From an optimization exercise on the open Yosys and OpenROAD flow, aimed at small area; shortcuts taken in it are not production practice. Function was checked by simulation only, so behaviour that the tests miss may differ from the original.

==> flow/design.v, too long to show whole: its modules and the start of the top module <==
// module fir_filter: 8992 lines
// module FA: 4 lines
// module HAN: 4 lines
module fir_filter (
    input  wire signed [15:0] i_fir_data_in,
    input  wire               i_fir_en,
    input  wire               i_tap_wr_en,
    input  wire        [5:0]  i_tap_wr_addr,
    input  wire        [15:0] i_tap_wr_data,
    input  wire               i_clk,
    input  wire               i_rst_n,
    output reg  signed [31:0] o_fir_data_out
);
  // ...
==> flow/run.sh <==
#!/bin/bash
# synth_recipe.tcl (not shown) runs the flow's synth.tcl, then flattens the netlist and writes it again
# the make line also repeats each setting of config.mk as NAME=value (left out here)
make -C /OpenROAD-flow-scripts/flow DESIGN_CONFIG=/design/flow/config.mk WORK_HOME=/design/flow/orfs CLKGATE_MAP_FILE= SYNTH_SCRIPT=/design/flow/synth_recipe.tcl finish
==> flow/config.mk <==
export PLATFORM = sky130hd
export DESIGN_NAME = fir_filter
export DESIGN_NICKNAME = fir_filter
export VERILOG_FILES = /design/flow/design.v
export SDC_FILE = /design/flow/constraint.sdc
export NUM_CORES = 8
export LEC_CHECK = 0
export ABC_AREA = 1
export CAP_MARGIN = 30
export CORE_MARGIN = 2
export CORE_UTILIZATION = 30
export CTS_CLUSTER_DIAMETER = 100
export CTS_CLUSTER_SIZE = 30
export PLACE_DENSITY = 0.4
export SLEW_MARGIN = 30
export SYNTH_HIERARCHICAL = 1
export SYNTH_MINIMUM_KEEP_SIZE = 0
==> flow/constraint.sdc <==
create_clock -name core_clock -period 12.0 [get_ports {i_clk}]
set_input_delay 2.4000 -clock core_clock [delete_from_list [all_inputs] [get_ports {i_clk}]]
set_output_delay 2.4000 -clock core_clock [all_outputs]
set_load 0.01 [all_outputs]
==> metrics.log, run 1 <==
[metrics] post-layout instance count excluding filler cells: approximately 46,000
[metrics] CP required: 13.08 ns
[metrics] layout cells sized above 1: 0.06054
[metrics] Routed met3 length: between 200,000 and 300,000 um
[metrics] Top Family by Delay on Critical Path: adder cells
[metrics] Final Worst Setup Slack: between 1.5 and 2 ns
[metrics] worst hold endpoint: tap[47][8]$_DFFE_PN1P_
[metrics] flip-flop and latch count after synthesis: approximately 1,800
[metrics] depth of the CTS H-tree: 4
[metrics] maximum number of buffers from clock root to sink: 5
[metrics] Largest register FFs: roughly 870
[metrics] first-pass GRT wire length: roughly 3,200,000 um
[metrics] count of flip-flops with a built-in enable after synthesis: 0
[metrics] fin area: between 300,000 and 400,000 um^2
[metrics] num ports: 74
[metrics] highest attainable clock frequency: about 0.096 GHz
[metrics] worst min-delay path category: register to register
[metrics] post-synthesis cell type count: 50
[metrics] sequential area share after synthesis: 0.1464
[metrics] layer carrying the most global-route usage: met2
[metrics] Most Frequent Cell on Critical Path: fa_1
[metrics] Levels on crit path: 18
[metrics] DP Area: between 300,000 and 400,000 um^2
[metrics] proportion of cell area occupied by multi-input gates: 0.7275
[metrics] Final setup violation count: 0
[metrics] share of Yosys cell area claimed by the top area cell type: 0.4381
[metrics] count of unresolved DRC violations after routing: 0
[metrics] adder and majority cell fraction of the synthesized area: 0.4427
[metrics] largest net degree at the start of global routing: a little under 200
[metrics] registers with the most flip-flops: buffer (867), tap (816)
[metrics] aggregate global routing overflow: 0
[metrics] met1 track utilization from global routing: 0.5927
[metrics] tap cells: approximately 14,000
[metrics] top flip-flop cell by instance count after synthesis: dfrtp_1
[metrics] area fraction in compound gates after synthesis: 0.2488
[metrics] setup repair after global routing missed its margin: false
[metrics] result of the run: complete, no violations
==> run 2, diff against run 1 <==
--- a/flow/design.v
+++ b/flow/design.v
@@ -104,17 +104,17 @@
         o_fir_data_out <= 32'd0;
     end else if (i_fir_en) begin
         buffer[0] <= din_r;
         for (i = 1; i <= 50; i = i + 1)
             buffer[i] <= buffer[i - 1];
         macc_n <= ~macc_next;
         acc_a <= row_a;
         acc_b <= row_b;
-        o_fir_data_out <= ~acc_a + ~acc_b;
+        o_fir_data_out <= ~sum_n;
     end
 end
 wire [16:0] y0 = buffer[0];
 wire [15:0] c0 = tap[0];
 wire p1_0_0 = ~y0[1] & y0[0], p2_0_0 = y0[1] & ~y0[0], m1_0_0 = y0[1] & y0[0];
 wire [16:0] r0_0 = ({17{p1_0_0}} & {c0[15], c0}) | ({17{p2_0_0}} & {c0, 1'b0}) | ({17{m1_0_0}} & ~{c0[15], c0});
 wire [16:0] q0_0 = {r0_0[16], ~r0_0[15:0]};
 wire p1_0_1 = ~y0[3] & y0[2], p2_0_1 = y0[3] & ~y0[2], m1_0_1 = y0[3] & y0[2];
@@ -8984,17 +8984,42 @@
 FA f13778(t13641,t13712,t13713,t13776,t13777);
 FA f13780(t13642,t13715,t13714,t13778,t13779);
 FA f13782(t13649,t13716,t13717,t13780,t13781);
 FA f13784(t13653,t13718,t13719,t13782,t13783);
 FA f13786(t13654,t13721,t13720,t13784,t13785);
 assign t13786 = t13658 ^ t13723 ^ t13722;
 wire [31:0] row_a = {t13786, t13783, t13781, t13780, t13777, t13776, t13773, t13771, t13769, t13767, t13765, t13763, t13761, t13759, t13757, t13755, t13753, t13751, t13749, t13747, t13745, t13743, t13741, t13739, t13737, t13735, t13733, t13731, t13729, t13727, t13725, t13537};
 wire [31:0] row_b = {t13785, t13784, t13782, t13779, t13778, t13775, t13774, t13772, t13770, t13768, t13766, t13764, t13762, t13760, t13758, t13756, t13754, t13752, t13750, t13748, t13746, t13744, t13742, t13740, t13738, t13736, t13734, t13732, t13730, t13728, t13726, t13724};
+wire [31:0] sum_n;                  
+wire [16:1] kl;                     
+wire [31:17] k0, k1;                
+wire [31:16] s0, s1;                
+HAN al0 (acc_a[0], acc_b[0], sum_n[0], kl[1]);
+genvar ai;
+generate for (ai = 1; ai < 16; ai = ai + 1) begin : addl
+    FA a (acc_a[ai], acc_b[ai], kl[ai], sum_n[ai], kl[ai+1]);
+end endgenerate
+HAN ah0 (acc_a[16], acc_b[16], s0[16], k0[17]);
+HA  ah1 (acc_a[16], acc_b[16], s1[16], k1[17]);
+generate for (ai = 17; ai < 32; ai = ai + 1) begin : addh
+    wire u0, u1;
+    FA a0 (acc_a[ai], acc_b[ai], k0[ai], s0[ai], u0);
+    FA a1 (acc_a[ai], acc_b[ai], k1[ai], s1[ai], u1);
+    if (ai < 31) begin : c
+        assign k0[ai+1] = u0;
+        assign k1[ai+1] = u1;
+    end
+end endgenerate
+assign sum_n[31:16] = kl[16] ? s0 : s1;    
 endmodule
 module FA (input wire a, input wire b, input wire c, output wire s, output wire co);
     assign s  = a ^ b ^ c;
     assign co = (a & b) | (a & c) | (b & c);
 endmodule
+module HA (input wire a, input wire b, output wire s, output wire co);
+    assign s  = a ^ b;
+    assign co = a & b;
+endmodule
 module HAN (input wire a, input wire b, output wire s, output wire co);
     assign s  = ~(a ^ b);
     assign co = a | b;
 endmodule
--- a/flow/config.mk
+++ b/flow/config.mk
@@ -6,12 +6,12 @@
 export NUM_CORES = 8
 export LEC_CHECK = 0
 export ABC_AREA = 1
 export CAP_MARGIN = 30
 export CORE_MARGIN = 2
 export CORE_UTILIZATION = 30
 export CTS_CLUSTER_DIAMETER = 100
 export CTS_CLUSTER_SIZE = 30
-export PLACE_DENSITY = 0.4
+export PLACE_DENSITY = 0.5
 export SLEW_MARGIN = 30
 export SYNTH_HIERARCHICAL = 1
 export SYNTH_MINIMUM_KEEP_SIZE = 0
==> run 2 against run 1 <==
- still clean
- synthesized cell count shrank 0.94%
- register-to-register slack lost 0.04 ns
- sequential share of layout area is essentially flat
- maximum frequency shrank 0.41%
- routed wire length grew 2.9%
- sequential cell count is the same
- die area shrank 0.33%
- global-route usage grew 1.4 points
- largest cell class unchanged
==> metrics.log, run 2 <==
[metrics] average routed wire per standard cell: 57.76 um (was 55.94 um)
[metrics] Top Family by Delay on Critical Path: adder cells (unchanged)
[metrics] height of the die: 1023 um (was 1025 um)
[metrics] share of flip-flops with an asynchronous set or reset after synthesis: 1.000 (unchanged)
[metrics] most frequent standard cell in the layout excluding fill and tap cells: fa_1 (unchanged)
[metrics] Setup CP Type: register to register (unchanged)
[metrics] Max Clock Skew: 0.1469 ns (was 0.1128 ns)
[metrics] Mapped Cells: 34,240 (was 34,570)
[metrics] simple logic cell fraction of the synthesized area: 0.05597 (was 0.05728)
[metrics] most used cells in the layout excluding fill and tap cells: fa_1, a21oi_1, o22ai_1, inv_1, nand2_1 (unchanged)
[metrics] final max-slew violation count: 0 (unchanged)
[metrics] count of unresolved DRC violations after routing: 0 (unchanged)
[metrics] starting density of the core: 0.3006 (was 0.3012)
[metrics] Period minus WS final: 10.43 ns (was 10.38 ns)
[metrics] registers with the most flip-flops: buffer (867), tap (816) (unchanged)
[metrics] Worst Min Path Start: acc_b[0]$_DFFE_PN1P_ (was tap[47][8]$_DFFE_PN1P_)
[metrics] Cell Chain, Critical Path: inv_1, nor2_1, inv_1, o22ai_1, a21oi_1, fa_1, fa_1, fa_1, fa_1, fa_1, fa_1, fa_1, fa_1, fa_1, fa_1, fa_1, fa_1, fa_1, nand2_1, nand2_1 (was nand2_1, inv_1, a21oi_1, fa_1, fa_1, fa_1, fa_1, fa_1, fa_1, fa_1, fa_1, fa_1, fa_1, fa_1, fa_1, fa_1, nand2_1, o21ai_0)
[metrics] count of port buffers added during placement: 73 (unchanged)
[metrics] largest net degree at the start of global routing: 199 (was 194)
[metrics] initial DRC count: 59,420 (was 51,250)
[metrics] Die X-Extent: 1023 um (was 1025 um)
[metrics] result of the run: complete, no violations (unchanged)
[metrics] library cell used as clock root buffer: clkbuf_16 (unchanged)
[metrics] maximum number of buffers from clock root to sink: 5 (unchanged)
[metrics] post-placement setup slack: 1.684 ns (was 1.664 ns)
[metrics] Post-Route Hold Slack: 0.4753 ns (was 0.4781 ns)
[metrics] Final Worst Setup Slack: 1.573 ns (was 1.615 ns)
[metrics] Fin Setup TNS: 0 ns (unchanged)
[metrics] count of fill cells added during filler insertion: 107,700 (was 108,100)
[metrics] num ports: 74 (unchanged)
[metrics] reg2reg start: buffer[0][10]$_DFFE_PN0P_ (was buffer[50][13]$_DFFE_PN0P_)
[metrics] core region area: 1,036,000 um^2 (was 1,037,000 um^2)
[metrics] number of buffers added by the clock tree synthesis step: 202 (was 214)
[metrics] maximum single-stage delay on the critical path: 1.21 ns (was 1.15 ns)
[metrics] Setup Fix Bufs, Post-CTS: 0 (unchanged)
[metrics] number of global-route vias before repair: 281,100 (was 284,200)
[metrics] Sinks on Clock Net: 1,801 (unchanged)
[metrics] sequential area share after synthesis: 0.1469 (was 0.1464)
[metrics] destination of the worst register-to-register timing path: acc_b[21]$_DFFE_PN1P_ (was acc_b[20]$_DFFE_PN1P_)
[metrics] final hold violation count: 0 (unchanged)
[metrics] part of the cycle the worst path needs: 0.8689 (was 0.8654)
[metrics] drt pass-1 iters: 10 (was 9)
[metrics] Total Nets Final: 39,210 (was 39,310)
[metrics] number of buffers and inverters on the critical path: 2 (was 1)
[metrics] max-cap violation count: 0 (unchanged)
[metrics] dominant combinational cell family by area after synthesis: adder cells (unchanged)
[metrics] flip-flop and latch count after synthesis: 1,801 (unchanged)
[metrics] list of most frequent post-synthesis cells: fa_1, a21oi_1, o22ai_1 (unchanged)
[metrics] count of flip-flops with a built-in enable after synthesis: 0 (unchanged)
[metrics] adder and majority cell fraction of the synthesized area: 0.4459 (was 0.4427)
[metrics] startpoint kind of the worst setup timing path: register (unchanged)
[metrics] post-synthesis share of cell area spent on xor and xnor gates: 0.02587 (was 0.02562)
[metrics] via count: 309,800 (was 306,800)
[metrics] DR vias/cell: 6.694 (was 6.603)
[metrics] number of placement rows: 374 (unchanged)
[metrics] clock-pin slew reported for the worst setup and hold paths after clock tree synthesis: 0.11 ns (was 0.08 ns)
[metrics] placer's final routability congestion estimate: 1.166 (was 1.137)
[metrics] global-route total usage across every layer: 0.4965 (was 0.4823)
[metrics] worst reg2reg setup slack: 1.57 ns (was 1.62 ns)
[metrics] worst hold path stage count: 2 (unchanged)
[metrics] area fraction in compound gates after synthesis: 0.2476 (was 0.2488)
[metrics] slowest stage cell on the critical path: fa_1 (unchanged)
[metrics] register containing the most flip-flops in the final layout: buffer (unchanged)
[metrics] Worst Setup End Kind: register (unchanged)
[metrics] top flip-flop cell by instance count after synthesis: dfrtp_1 (unchanged)
[metrics] Post-DP HPWL: 2,300,000 um (was 2,225,000 um)
[metrics] Ys Warns: 9 (unchanged)
[metrics] CP required: 13.12 ns (was 13.08 ns)
[metrics] Area Overhead vs Synth: 7.170% (was 6.648%)
[metrics] CTS-repair resized insts: 0 (unchanged)
[metrics] worst min-delay path category: register to register (unchanged)
[metrics] cells taking the most area after synthesis: fa_1, o22ai_1, dfrtp_1 (unchanged)
[metrics] Mapped Area: 311,400 um^2 (was 312,400 um^2)
[metrics] TritonCTS clock tree: done (unchanged)
[metrics] post-synthesis net count: 41,260 (was 41,570)
[metrics] number of cells traversed by the worst register-to-register path: 20 (was 18)
[metrics] Total Routed Length: 2,673,000 um (was 2,599,000 um)
[metrics] setup repair after global routing missed its margin: false (unchanged)
[metrics] Detail Route Antenna Nets: 0 (unchanged)
[metrics] data arrival at the endpoint of the critical path: 11.55 ns (was 11.47 ns)
[metrics] Largest register FFs: 867 (unchanged)
[metrics] Final setup violation count: 0 (unchanged)
[metrics] layout cells sized above 1: 0.06928 (was 0.06054)
[metrics] maximum fanout along the worst path: 14 (unchanged)
[metrics] first-pass GRT wire length: 3,310,000 um (was 3,247,000 um)
[metrics] worst hold endpoint: acc_b[0]$_DFFE_PN1P_ (was tap[47][8]$_DFFE_PN1P_)
[metrics] clock insertion delay at the later pin of the skew report: 1.30 ns (was 1.21 ns)
[metrics] area leader, netlist: fa_1 (unchanged)
[metrics] number of antenna violations at the first check in global routing: 308 (was 268)
[metrics] aggregate global routing overflow: 0 (unchanged)
[metrics] share of Yosys cell area claimed by the top area cell type: 0.4424 (was 0.4381)
[metrics] post-synthesis cell type count: 44 (was 50)
[metrics] Most Frequent Cell on Critical Path: fa_1 (unchanged)
[metrics] area of the die: 1,046,000 um^2 (was 1,050,000 um^2)
[metrics] cell with the most instances after synthesis: fa_1 (unchanged)
[metrics] pin slew with the least headroom to its limit: 1.306 ns (was 1.323 ns)
[metrics] number of buffers inserted for hold repair after clock tree synthesis: 0 (unchanged)
[metrics] max_slew headroom: 0.1270 (was 0.1181)
[metrics] depth of the CTS H-tree: 4 (unchanged)
[metrics] post-synthesis mux area share: 0 (unchanged)
[metrics] mean post-synth cell area: 9.094 um^2 (was 9.038 um^2)
[metrics] highest attainable clock frequency: 0.09590 GHz (was 0.09630 GHz)
[run 2: through the flow]
step	area, um^2	utilization	std cells
finish	333700	0.3221	46280
global route	333300	0.3217	46120
CTS	332800	0.3212	46070
detailed placement	325100	0.3138	45700
global placement	324600	0.3133	45690
floorplan	311400	-	34240
[run 2: cell families (layout without fill, tap and decap cells)]
family,after synthesis,after routing
xor+xnor,920,920
buf+inv,6402,4518
flops,1801,1801
fa+ha+maj,6969,6969
compound gates,13700,13700
other cells,0,199
simple gates,4455,4455
[run 2: worst max-delay path by stage]
stage,slack (ns),cells past startpoint,from,endpoint
after floorplan,3.78,39,i_fir_data_in[1],macc_n[20]$_DFFE_PN0P_
after global placement,1.22,42,i_fir_data_in[2],macc_n[20]$_DFFE_PN0P_
after detailed placement,1.68,43,i_fir_data_in[1],macc_n[19]$_DFFE_PN1P_
after CTS,1.88,19,tap[25][1]$_DFFE_PN1P_,acc_b[20]$_DFFE_PN1P_
after global routing,1.72,21,buffer[22][0]$_DFFE_PN0P_,acc_b[20]$_DFFE_PN1P_
final,1.57,20,buffer[0][10]$_DFFE_PN0P_,acc_b[21]$_DFFE_PN1P_
[run 2: worst register-to-register path, stage by stage, from the launching register on]
cell and delay (ns):
dfrtp_1 0.41, inv_1 0.07, nor2_1 0.43, inv_1 0.44, o22ai_1 0.28, a21oi_1 0.09
fa_1 1.21, fa_1 0.58, fa_1 0.61, fa_1 1.08, fa_1 0.65, fa_1 0.73
fa_1 0.52, fa_1 0.50, fa_1 0.62, fa_1 0.50, fa_1 0.46, fa_1 0.49
fa_1 0.52, nand2_1 0.06, nand2_1 0.10
[run 2: cell type report]
class                      instances  area [um^2]  area share
inverter                        3038        11460     0.03434
clock inverter                   149         2471    0.007404
tap                            13720        17170     0.05145
timing repair buffer            1114         9030     0.02706
multi-input combinational      26040       242100      0.7255
antenna                          199        498.0    0.001492
clock buffer                     217         5245     0.01572
sequential                      1801        45740      0.1370
[run 2: Yosys stat by module (local to each module, per instance)]
module / flip-flops and latches / cells / copies in the design
FA: 0 / 1 / 6874
fir_filter: 1801 / 27120 / 1
HAN: 0 / 5 / 50
HA: 0 / 1 / 1
[run 2: routing by layer]
layer / GRT usage / share of wire
met3: 0.2589 / 0.16
met1: 0.6428 / 0.39
met5: 0.007704 / 0.00082
met2: 0.6429 / 0.38
met4: 0.3081 / 0.079
==> run 3, diff against run 2 <==
--- a/flow/config.mk
+++ b/flow/config.mk
@@ -10,5 +10,3 @@
 export CORE_MARGIN = 2
-export CORE_UTILIZATION = 30
-export CTS_CLUSTER_DIAMETER = 100
-export CTS_CLUSTER_SIZE = 30
+export CORE_UTILIZATION = 40
 export PLACE_DENSITY = 0.5
==> run 3 against run 2 <==
- worst setup slack got worse by 0.24 ns
- first-iteration DRC count rose by 16%
- clock skew fell by 0.050 ns
- global-route usage rose by 11 points
- largest cell class unchanged
- routed wire length fell by 7.7%
- maximum frequency fell by 2.2%
- critical endpoint unchanged
- highest routed layer unchanged
==> metrics.log, run 3 <==
[metrics] top sig layer: met5 (unchanged)
[metrics] count of flip-flops with a built-in enable after synthesis: 0 (unchanged)
[metrics] Setup Fix Bufs, Post-CTS: 0 (unchanged)
[metrics] maximum single-stage delay on the critical path: 0.87 ns (was 1.21 ns)
[metrics] Worst Setup End Kind: register (unchanged)
[metrics] core region area: 777,100 um^2 (was 1,036,000 um^2)
[metrics] clock insertion delay at the later pin of the skew report: 1.16 ns (was 1.30 ns)
[metrics] Total Routed Length: 2,468,000 um (was 2,673,000 um)
[metrics] clock-pin slew reported for the worst setup and hold paths after clock tree synthesis: 0.07 ns (was 0.11 ns)
[metrics] register containing the most flip-flops in the final layout: buffer (unchanged)
[metrics] Final setup violation count: 0 (unchanged)
[metrics] depth of the CTS H-tree: 5 (was 4)
[metrics] part of the cycle the worst path needs: 0.8885 (was 0.8689)
[metrics] registers with the most flip-flops: buffer (867), tap (816) (unchanged)
[metrics] timing startpoint of the critical path: tap[16][1]$_DFFE_PN1P_ (was buffer[0][10]$_DFFE_PN0P_)
[metrics] CP required: 13.02 ns (was 13.12 ns)
[metrics] destination of the worst register-to-register timing path: acc_b[21]$_DFFE_PN1P_ (unchanged)
[metrics] number of placement rows: 324 (was 374)
[metrics] cells taking the most area after synthesis: fa_1, o22ai_1, dfrtp_1 (unchanged)
[metrics] Top Family by Delay on Critical Path: adder cells (unchanged)
[metrics] Most Frequent Cell on Critical Path: fa_1 (unchanged)
[metrics] initial DRC count: 68,780 (was 59,420)
[metrics] utilization of the core after routing: 0.4217 (was 0.3221)
[metrics] Max Clock Skew: 0.09737 ns (was 0.1469 ns)
[metrics] number of buffers inserted for hold repair after clock tree synthesis: 0 (unchanged)
[metrics] Mapped Cells: 34,240 (unchanged)
[metrics] flip-flop and latch count after synthesis: 1,801 (unchanged)
[metrics] sequential area share after synthesis: 0.1469 (unchanged)
[metrics] layout cells sized above 1: 0.05656 (was 0.06928)
[metrics] Total Nets Final: 38,810 (was 39,210)
[metrics] DR vias/cell: 7.540 (was 6.694)
[metrics] post-synthesis net count: 41,260 (unchanged)
[metrics] Cell Chain, Critical Path: clkinv_1, o21ai_0, xor2_1, fa_1, fa_1, fa_1, fa_1, fa_1, fa_1, fa_1, fa_1, fa_1, fa_1, fa_1, fa_1, fa_1, fa_1, nand2_1, nand2_1 (was inv_1, nor2_1, inv_1, o22ai_1, a21oi_1, fa_1, fa_1, fa_1, fa_1, fa_1, fa_1, fa_1, fa_1, fa_1, fa_1, fa_1, fa_1, fa_1, nand2_1, nand2_1)
[metrics] startpoint kind of the worst setup timing path: register (unchanged)
[metrics] pin slew with the least headroom to its limit: 1.348 ns (was 1.306 ns)
[metrics] number of buffers added by the clock tree synthesis step: 266 (was 202)
[metrics] first-pass GRT wire length: 3,082,000 um (was 3,310,000 um)
[metrics] global-route total usage across every layer: 0.6092 (was 0.4965)
[metrics] Detail Route Antenna Nets: 0 (unchanged)
[metrics] mean post-synth cell area: 9.094 um^2 (unchanged)
[metrics] height of the die: 886.3 um (was 1023 um)
[metrics] Period minus WS final: 10.66 ns (was 10.43 ns)
[metrics] most frequent standard cell in the layout excluding fill and tap cells: fa_1 (unchanged)
[metrics] Fin Setup TNS: 0 ns (unchanged)
[metrics] Levels on crit path: 19 (was 20)
[metrics] aggregate global routing overflow: 0 (unchanged)
[metrics] highest attainable clock frequency: 0.09379 GHz (was 0.09590 GHz)
[metrics] Post-DP HPWL: 2,073,000 um (was 2,300,000 um)
[metrics] number of buffers and inverters on the critical path: 1 (was 2)
[metrics] setup repair after global routing missed its margin: false (unchanged)
[metrics] reg2reg start: tap[16][1]$_DFFE_PN1P_ (was buffer[0][10]$_DFFE_PN0P_)
[metrics] worst reg2reg setup slack: 1.34 ns (was 1.57 ns)
[metrics] drt pass-1 iters: 13 (was 10)
[metrics] count of fill cells added during filler insertion: 75,980 (was 107,700)
[metrics] count of port buffers added during placement: 73 (unchanged)
[metrics] Area Overhead vs Synth: 5.237% (was 7.170%)
[metrics] cell with the most instances after synthesis: fa_1 (unchanged)
[metrics] wire length on met1: 832,000 um (was 1,035,000 um)
[metrics] number of global-route vias before repair: 286,400 (was 281,100)
[metrics] number of cells traversed by the worst register-to-register path: 19 (was 20)
[metrics] via count: 321,700 (was 309,800)
[metrics] post-synthesis cell type count: 44 (unchanged)
[metrics] final max-slew violation count: 0 (unchanged)
[metrics] Ys Warns: 9 (unchanged)
[metrics] number of antenna violations at the first check in global routing: 364 (was 308)
[metrics] area of the die: 785,600 um^2 (was 1,046,000 um^2)
[metrics] Largest register FFs: 867 (unchanged)
[metrics] placer's final routability congestion estimate: 1.234 (was 1.166)
[metrics] result of the run: complete, no violations (unchanged)
[metrics] destination of the critical timing path: acc_b[21]$_DFFE_PN1P_ (unchanged)
[metrics] maximum number of buffers from clock root to sink: 4 (was 5)
[metrics] Routed met3 length: 466,900 um (was 419,500 um)
[metrics] slowest stage cell on the critical path: dfstp_2 (was fa_1)
[metrics] met2 layer wire length in the routed design: 874,100 um (was 1,006,000 um)
[metrics] most used cells in the layout excluding fill and tap cells: fa_1, a21oi_1, o22ai_1, inv_1, nand2_1 (unchanged)
[metrics] share of flip-flops with an asynchronous set or reset after synthesis: 1.000 (unchanged)
[metrics] final hold violation count: 0 (unchanged)
[metrics] maximum fanout along the worst path: 16 (was 14)
[metrics] data arrival at the endpoint of the critical path: 11.69 ns (was 11.55 ns)
[metrics] list of most frequent post-synthesis cells: fa_1, a21oi_1, o22ai_1 (unchanged)
[metrics] library cell used as clock root buffer: clkbuf_16 (unchanged)
[metrics] Die X-Extent: 886.3 um (was 1023 um)
[metrics] num ports: 74 (unchanged)
[metrics] average routed wire per standard cell: 57.85 um (was 57.76 um)
[metrics] starting density of the core: 0.4007 (was 0.3006)
[metrics] Setup CP Type: register to register (unchanged)
[metrics] largest net degree at the start of global routing: 186 (was 199)
[metrics] max_slew headroom: 0.1013 (was 0.1270)
[metrics] top flip-flop cell by instance count after synthesis: dfrtp_1 (unchanged)
[metrics] CTS-repair resized insts: 0 (unchanged)
[metrics] max-cap violation count: 0 (unchanged)
[metrics] count of unresolved DRC violations after routing: 0 (unchanged)
[metrics] share of Yosys cell area claimed by the top area cell type: 0.4424 (unchanged)
[metrics] Mapped Area: 311,400 um^2 (unchanged)
[metrics] TritonCTS clock tree: done (unchanged)
[metrics] Sinks on Clock Net: 1,801 (unchanged)
[metrics] worst min-delay path category: register to register (unchanged)
[metrics] area leader, netlist: fa_1 (unchanged)
-- run 3: cell counts after synthesis --
No cell type changed its count.
-- run 3: kinds of logic after synthesis --
logic type                 after synthesis  share of synthesized area
and+or+nand+nor                       4455                    0.05597
AOI/OAI and AO/OA                    13700                     0.2476
DFF                                   1801                     0.1469
xor gates and xnor gates               920                    0.02587
buffers and inverters                 6402                    0.07774
adders and majority gates             6969                     0.4459
-- run 3: Yosys stat by module (local to each module, per instance) --
module      flip-flops and latches  cells  cell area [um^2]
fir_filter                    1801  27120            172400
FA                               0      1             20.02
HA                               0      1             12.51
HAN                              0      5             27.53
-- run 3: worst reg2reg max path: stages, from the launching register on --
cell	delay, ns
dfstp_2	0.87
clkinv_1	0.54
o21ai_0	0.50
xor2_1	0.25
fa_1	0.47
fa_1	0.85
fa_1	0.76
fa_1	0.76
fa_1	0.55
fa_1	0.53
fa_1	0.48
fa_1	0.48
fa_1	0.86
fa_1	0.62
fa_1	0.53
fa_1	0.40
fa_1	0.44
fa_1	0.52
nand2_1	0.05
nand2_1	0.11
-- run 3: area by class of cell --
class | instances | area, um^2 | area share
timing repair buffer | 654 | 5614 | 0.01713
clock buffer | 350 | 7425 | 0.02266
inverter | 3038 | 11460 | 0.03497
antenna | 383 | 958.4 | 0.002924
multi-input combinational | 26040 | 241900 | 0.7382
clock inverter | 135 | 1743 | 0.005318
sequential | 1801 | 45740 | 0.1396
tap | 10270 | 12850 | 0.03921
-- run 3: worst min path at each step --
stage	from	to	slack, ns	cells after the start
after global routing	acc_b[0]$_DFFE_PN1P_	acc_b[0]$_DFFE_PN1P_	0.48	2
after global placement	acc_b[0]$_DFFE_PN1P_	acc_b[0]$_DFFE_PN1P_	0.46	2
after detailed placement	acc_a[0]$_DFFE_PN1P_	acc_a[0]$_DFFE_PN1P_	0.46	2
final	acc_b[0]$_DFFE_PN1P_	acc_b[0]$_DFFE_PN1P_	0.47	2
after floorplan	acc_b[0]$_DFFE_PN1P_	acc_b[0]$_DFFE_PN1P_	0.44	2
after CTS	acc_b[0]$_DFFE_PN1P_	acc_b[0]$_DFFE_PN1P_	0.47	2
-- run 3: stage by stage --
step	hold slack (ns)	instance area, um^2	setup WS, ns	instances
global route	0.4811	327000	1.529	42370
detailed placement	0.4604	317100	1.776	41790
floorplan	0.4437	311400	3.779	34240
global placement	0.4561	316800	1.552	41770
finish	0.4667	327700	1.338	42670
CTS	0.4687	326300	1.682	42270
-- run 3: routing by layer --
layer  up-vias  GRT usage
met2     35150     0.7371
met3      8603     0.4192
met5         -    0.07268
met4       230     0.5320
li1     113900          -
met1    163800     0.7022

re-timing with driven ports:
No port has a modelled driver above. Below, the same layouts with a new extraction and two added sets of constraints.
Step 1 sets driving cells, clkbuf_16 on the clock port and buf_2 on the other inputs (assumed; they add their load-dependent delay and slew).
Step 2, shift: input delay + t, output delay - t, t = (earliest + latest rising clock arrival at the registers) / 2. This alone moves slack from input paths to output paths.
a / b / c = ideal / step 1 / step 2; a / b = the first two.
run | t, ns | setup WS [ns] | worst setup path after step 2 | worst register clock-pin slew, ns
run 1 | 1.360 | 1.615 / 1.615 / 1.440 | input to register | 0.12 / 0.12
run 2 | 1.344 | 1.573 / 1.573 / 1.492 | input to register | 0.12 / 0.12
run 3 | 1.292 | 1.338 / 1.338 / 1.338 | register to register | 0.10 / 0.10
After both steps every run listed still meets setup and hold. For run 1, which loses most, drivers alone change the setup slack by 0.000 ns; drivers and shift together by -0.175 ns.
